What follows belongs to an exercise in optimizing a design on an open flow for a short achievable clock period and few clock cycles; a production flow would make more cautious choices. Only simulation tests tie the RTL to the original design; equivalence was not proved. Power and IR drop assume default switching activity.

==> v38 <==
// cpu
module cpu
(
   input clk,
   input reset,
   output [15:0] o_pc_addr,
   output o_pc_rd,
   input [15:0] i_pc_rddata,
   output [15:0] o_ldst_addr,
   output o_ldst_rd,
   output o_ldst_wr,
   input [15:0] i_ldst_rddata,
   output [15:0] o_ldst_wrdata,
   output [127:0] o_tb_regs
);
make LEC_CHECK=0 CAP_MARGIN=20 CORE_MARGIN=2 CORE_UTILIZATION=40 PLACE_DENSITY=0.6 SETUP_SLACK_MARGIN=3.0 SLEW_MARGIN=20 TNS_END_PERCENT=100 finish   # period 5.6 ns
run.sh (not shown) runs the stock make flow with config.mk's settings and CLKGATE_MAP_FILE= SYNTH_SCRIPT=/design/flow/synth_recipe.tcl, a recipe that flattens the netlist after the stock synthesis.
==> inputs of v25, as changes to v38 <==
SETUP_SLACK_MARGIN = unset   (was 3.0)
TNS_END_PERCENT = unset   (was 100)
==> inputs of v32, as changes to v38 <==
==> flow/design.v (replaced) <==
package definesPkg;
endpackage
module cpu
(
   input clk,
   input reset,
   output [15:0] o_pc_addr,
   output o_pc_rd,
   input [15:0] i_pc_rddata,
   output [15:0] o_ldst_addr,
   output o_ldst_rd,
   output o_ldst_wr,
   input [15:0] i_ldst_rddata,
   output [15:0] o_ldst_wrdata,
   output [127:0] o_tb_regs
);
   logic [15:0] pc;             
   logic        d_valid;
   logic        d_btb;          
   logic        d_replay;       
   logic [15:0] d_hold;
   logic [15:0] d_fa;           
   logic [15:0] d_pc;           
   logic        e_valid;
   logic [15:0] e_A, e_B;
   logic        e_sadd, e_ssub, e_sb, e_smrg;
   logic        e_wr;           
   logic [2:0]  e_rd;
   logic        e_flags;
   logic        e_ld, e_st;
   logic        e_br;
   logic        e_calw, e_calz, e_caln;
   logic        e_pred;
   logic [15:0] e_fix;
   logic        e_useA;
   logic        w_wr;           
   logic        w_isld;         
   logic [2:0]  w_rd;
   logic [15:0] w_res;          
   logic        fN, fZ;
   logic [15:0] regs [0:7];
   function automatic [15:0] ks_add(input [15:0] a, input [15:0] b, input cin);
      logic [15:0] g, p, x;
      logic [15:0] gn, pn;
      g = a & b;
      p = a | b;
      x = a ^ b;
      g[0] = g[0] | (p[0] & cin);
      for (int d = 1; d < 16; d = d * 2) begin
         gn = g;
         pn = p;
         for (int i = d; i < 16; i++) begin
            gn[i] = g[i] | (p[i] & g[i-d]);
            pn[i] = p[i] & p[i-d];
         end
         g = gn;
         p = pn;
      end
      ks_add = x ^ {g[14:0], cin};
   endfunction
   wire [15:0] sum  = ks_add(e_A, e_B, 1'b0);
   wire [15:0] diff = ks_add(e_A, ~e_B, 1'b1);
   wire [15:0] e_or = e_A | e_B;
   wire        sum_zero = &(~((e_A ^ e_B) ^ {e_or[14:0], 1'b0}));
   wire e_simple = e_sb | e_smrg;
   wire [15:0] res_simple = e_smrg ? {e_B[15:8], e_A[7:0]} : e_B;
   wire [15:0] res = ({16{e_sadd}} & sum) | ({16{e_ssub}} & diff) | ({16{e_simple}} & res_simple);
   wire        res_N = e_ssub ? diff[15] : sum[15];
   wire        res_Z = e_ssub ? (e_A == e_B) : sum_zero;
   wire taken = e_calw | (e_calz & fZ) | (e_caln & fN);
   wire mispE = e_valid & e_br & (taken ^ e_pred);
   wire [15:0] fixpc = e_useA ? e_A : e_fix;
   wire [15:0] instr = d_replay ? d_hold : i_pc_rddata;
   wire [4:0]  op = instr[4:0];
   wire [2:0]  rx = instr[7:5];
   wire [2:0]  ry = instr[10:8];
   wire dv = d_valid & ~mispE;
   wire isMV    = op == 5'b00000;
   wire isADD   = op == 5'b00001;
   wire isSUB   = op == 5'b00010;
   wire isCMP   = op == 5'b00011;
   wire isLD    = op == 5'b00100;
   wire isST    = op == 5'b00101;
   wire isMVI   = op == 5'b10000;
   wire isADDI  = op == 5'b10001;
   wire isSUBI  = op == 5'b10010;
   wire isCMPI  = op == 5'b10011;
   wire isMVHI  = op == 5'b10110;
   wire isJR    = op == 5'b01000;
   wire isJZR   = op == 5'b01001;
   wire isJNR   = op == 5'b01010;
   wire isCALLR = op == 5'b01100;
   wire isJ     = op == 5'b11000;
   wire isJZ    = op == 5'b11001;
   wire isJN    = op == 5'b11010;
   wire isCALL  = op == 5'b11100;
   wire readA = isADD | isSUB | isCMP | isST | isADDI | isSUBI | isCMPI | isMVHI |
                isJR | isJZR | isJNR | isCALLR;
   wire readB = isMV | isADD | isSUB | isCMP | isLD | isST;
   wire regjump = isJR | isJZR | isJNR | isCALLR;
   wire dirjump = isJ | isJZ | isJN | isCALL;
   wire eA = e_valid & e_wr & (e_rd == rx);
   wire eB = e_valid & e_wr & (e_rd == ry);
   wire wA = w_wr & (w_rd == rx);
   wire wB = w_wr & (w_rd == ry);
   wire [15:0] w_val = w_isld ? i_ldst_rddata : w_res;
   wire [15:0] rfA = regs[rx];
   wire [15:0] rfB = regs[ry];
   wire [15:0] A_early = wA ? w_val : rfA;
   wire [15:0] B_early = wB ? w_val : rfB;
   wire [15:0] imm8s = {{8{instr[15]}}, instr[15:8]};
   wire [15:0] B_other = readB ? B_early :
                         (isMVHI ? {instr[15:8], 8'd0} :
                         ((isCALL | isCALLR) ? d_pc : imm8s));
   wire fB = readB & eB;
   wire [15:0] A_next = ({16{eA & e_sadd}} & sum) | ({16{eA & e_ssub}} & diff) |
                        ({16{eA & e_simple}} & res_simple) | ({16{~eA}} & A_early);
   wire [15:0] B_next = ({16{fB & e_sadd}} & sum) | ({16{fB & e_ssub}} & diff) |
                        ({16{fB & e_simple}} & res_simple) | ({16{~fB}} & B_other);
   wire [15:0] tgtD = ks_add(d_pc, {{4{instr[15]}}, instr[15:5], 1'b0}, 1'b0);
   wire stall = dv & e_valid & e_ld &
                ((readA & (e_rd == rx)) | (readB & (e_rd == ry)));
   wire eAslow = e_valid & ((e_wr & ~e_simple) | e_ld) & (e_rd == rx);
   wire predT_dir = isJ | isCALL | ((isJZ | isJN) & instr[15]);
   wire predT_reg = (isJR | isCALLR) & ~eAslow;
   wire predT = d_btb | predT_dir | predT_reg;
   wire redirD = dv & ~stall & ~d_btb & (predT_dir | predT_reg);
   wire [15:0] tgt_redir = predT_dir ? tgtD : (eA ? res_simple : A_early);
   localparam NB = 8;
   logic [NB-1:0]  btb_v;
   logic [14:0]    btb_tag [0:NB-1];
   logic [14:0]    btb_tgt [0:NB-1];
   logic [NB-1:0]  btb_r7;         
   logic [2:0]     btb_ptr;        
   logic [NB-1:0]  btb_hitv;
   logic [14:0]    btb_t;
   always_comb begin
      btb_t = '0;
      for (int i = 0; i < NB; i++) begin
         btb_hitv[i] = btb_v[i] & (btb_tag[i] == pc[15:1]);
         btb_t = btb_t | ({15{btb_hitv[i]}} & btb_tgt[i]);
      end
   end
   wire hit_dir = |(btb_hitv & ~btb_r7);
   wire hit_r7 = |(btb_hitv & btb_r7);
   wire dWr7 = dv & ((((isMV | isADD | isSUB | isLD | isMVI | isADDI | isSUBI | isMVHI)) & (rx == 3'd7)) |
                     isCALL | isCALLR);
   wire r7_busy = dWr7 | (e_valid & (e_wr | e_ld) & (e_rd == 3'd7)) | (w_wr & (w_rd == 3'd7));
   wire btb_pred = hit_dir | (hit_r7 & ~r7_busy);
   wire [15:0] btb_target = hit_r7 ? regs[7] : {btb_t, 1'b0};
   wire alloc_r7 = predT_reg & (rx == 3'd7);
   wire btb_alloc = redirD & (predT_dir | alloc_r7);
   logic        al_q, al_r7;
   logic [14:0] al_tag, al_tgt;
   wire [15:0] pc_inc = pc + 16'd2;
   wire [15:0] pc_next = mispE ? fixpc : (stall ? pc : (redirD ? tgt_redir : (btb_pred ? btb_target : pc_inc)));
   always_ff @(posedge clk or posedge reset) begin
      if (reset) begin
         pc <= '0;
         d_valid <= 1'b0;
         d_replay <= 1'b0;
         e_valid <= 1'b0;
         w_wr <= 1'b0;
         btb_v <= '0;
         al_q <= 1'b0;
         btb_r7 <= '0;
         btb_ptr <= '0;
         fN <= 1'b0;
         fZ <= 1'b0;
      end else begin
         pc <= pc_next;
         d_valid <= ~(mispE | redirD);
         d_replay <= stall;
         e_valid <= dv & ~stall;
         w_wr <= e_valid & (e_wr | e_ld);
         al_q <= btb_alloc;
         if (al_q) begin
            btb_v[btb_ptr] <= 1'b1;
            btb_r7[btb_ptr] <= al_r7;
            btb_ptr <= btb_ptr + 1'b1;
         end
         if (e_valid & e_flags) begin
            fN <= res_N;
            fZ <= res_Z;
         end
      end
   end
   always_ff @(posedge clk) begin
      d_hold <= instr;
      if (!stall) begin
         d_fa <= pc;
         d_pc <= pc_inc;
            d_btb <= btb_pred;
      end
      al_r7 <= alloc_r7;
      al_tag <= d_fa[15:1];
      al_tgt <= tgtD[15:1];
      if (al_q) begin
         btb_tag[btb_ptr] <= al_tag;
         btb_tgt[btb_ptr] <= al_tgt;
      end
      e_A <= A_next;
      e_B <= B_next;
      e_sadd <= isADD | isADDI;
      e_ssub <= isSUB | isCMP | isSUBI | isCMPI;
      e_sb <= isMV | isMVI | isCALL | isCALLR;
      e_smrg <= isMVHI;
      e_wr <= isMV | isADD | isSUB | isMVI | isADDI | isSUBI | isMVHI | isCALL | isCALLR;
      e_rd <= (isCALL | isCALLR) ? 3'd7 : rx;
      e_flags <= isADD | isSUB | isCMP | isADDI | isSUBI | isCMPI;
      e_ld <= isLD;
      e_st <= isST;
      e_br <= regjump | dirjump;
      e_calw <= isJR | isCALLR | isJ | isCALL;
      e_calz <= isJZR | isJZ;
      e_caln <= isJNR | isJN;
      e_pred <= predT;
      e_fix <= predT ? d_pc : tgtD;
      e_useA <= regjump & ~predT_reg;
      w_rd <= e_rd;
      w_isld <= e_ld;
      w_res <= res;
      if (reset) begin
         regs[0] <= 16'hCAFE; regs[1] <= 16'hBADD; regs[2] <= 16'hCAFE; regs[3] <= 16'hBADD;
         regs[4] <= 16'hCAFE; regs[5] <= 16'hBADD; regs[6] <= 16'hCAFE; regs[7] <= 16'hBADD;
      end else begin
         if (w_wr) regs[w_rd] <= w_val;
      end
   end
   assign o_pc_addr = pc;
   assign o_pc_rd = 1'b1;
   assign o_ldst_addr = e_B;
   assign o_ldst_wrdata = e_A;
   assign o_ldst_rd = 1'b1;
   assign o_ldst_wr = e_valid & e_st;
   assign o_tb_regs = {regs[7], regs[6], regs[5], regs[4], regs[3], regs[2], regs[1], regs[0]};
endmodule
SETUP_SLACK_MARGIN = 3.3   (was 3.0)
==> results.txt <==
metric	v32	v25	v38
Final Non-Filler Cells	4,236	2,256	2,403
Rel. slew slack	15.8%	21.1%	29.1%
Width of the die	270 µm	203 µm	203 µm
Initial standard-cell utilization of the core	40.4%	40.6%	40.6%
Start point of the critical path	i_pc_rddata[6]	e_B[3]$_DFF_P_	e_A[0]$_DFF_P_
Combinational group power	5.29 mW	2.14 mW	3.04 mW
Worst flop-to-flop path startpoint	d_replay$_DFF_PP0_	e_B[3]$_DFF_P_	e_A[0]$_DFF_P_
Number of flops mapped to enable cells by yosys	400	128	128
Area grow syn2layout	46.0%	21.3%	41.6%
Post-Place Cell Area	32,100 µm²	18,200 µm²	18,400 µm²
Repair and plain buffers	798	254	401
Result of the run	finished clean	finished clean	finished clean
FFs w/ async S/R, synth	7.32%	8.47%	8.47%
Proportion of synthesized area in mux cells	6.00%	15.2%	15.2%
Testbench counts of v38, summed over its fixed seeds: cycles 62,127.
Testbench counts of v25, summed over its fixed seeds: cycles 62,127.
Testbench counts of v32, summed over its fixed seeds: cycles 58,138.

-- re-timing with driven ports --
No port has a modelled driver above. Below, the same layouts with a new extraction and two added sets of constraints.
Step 1 sets driving cells, clkbuf_16 on the clock port and buf_2 on the other inputs (assumed; they add their load-dependent delay and slew).
Step 2 moves the port delays by t, midway between the first and last clock arrival at a register: inputs arrive t later, outputs are due t later. That takes back most of the time a late clock gives input paths.
Slacks: no drivers / after step 1 / after step 2; pairs: no drivers / after step 1.
| run | t, ns | slack for setup (ns) | cell pins on the clock port's net |
|---|---|---|---|
| v38 | 0.596 | 2.664 / 2.664 / 2.321 | 1 |
| v25 | 0.592 | 1.243 / 1.243 / 1.095 | 1 |
| v32 | 0.715 | 2.406 / 2.423 / 1.728 | 1 |
After both steps setup and hold are still met in every run listed. The setup slack of v32, which loses most, moves by +0.017 ns with the drivers and by -0.678 ns with both steps.
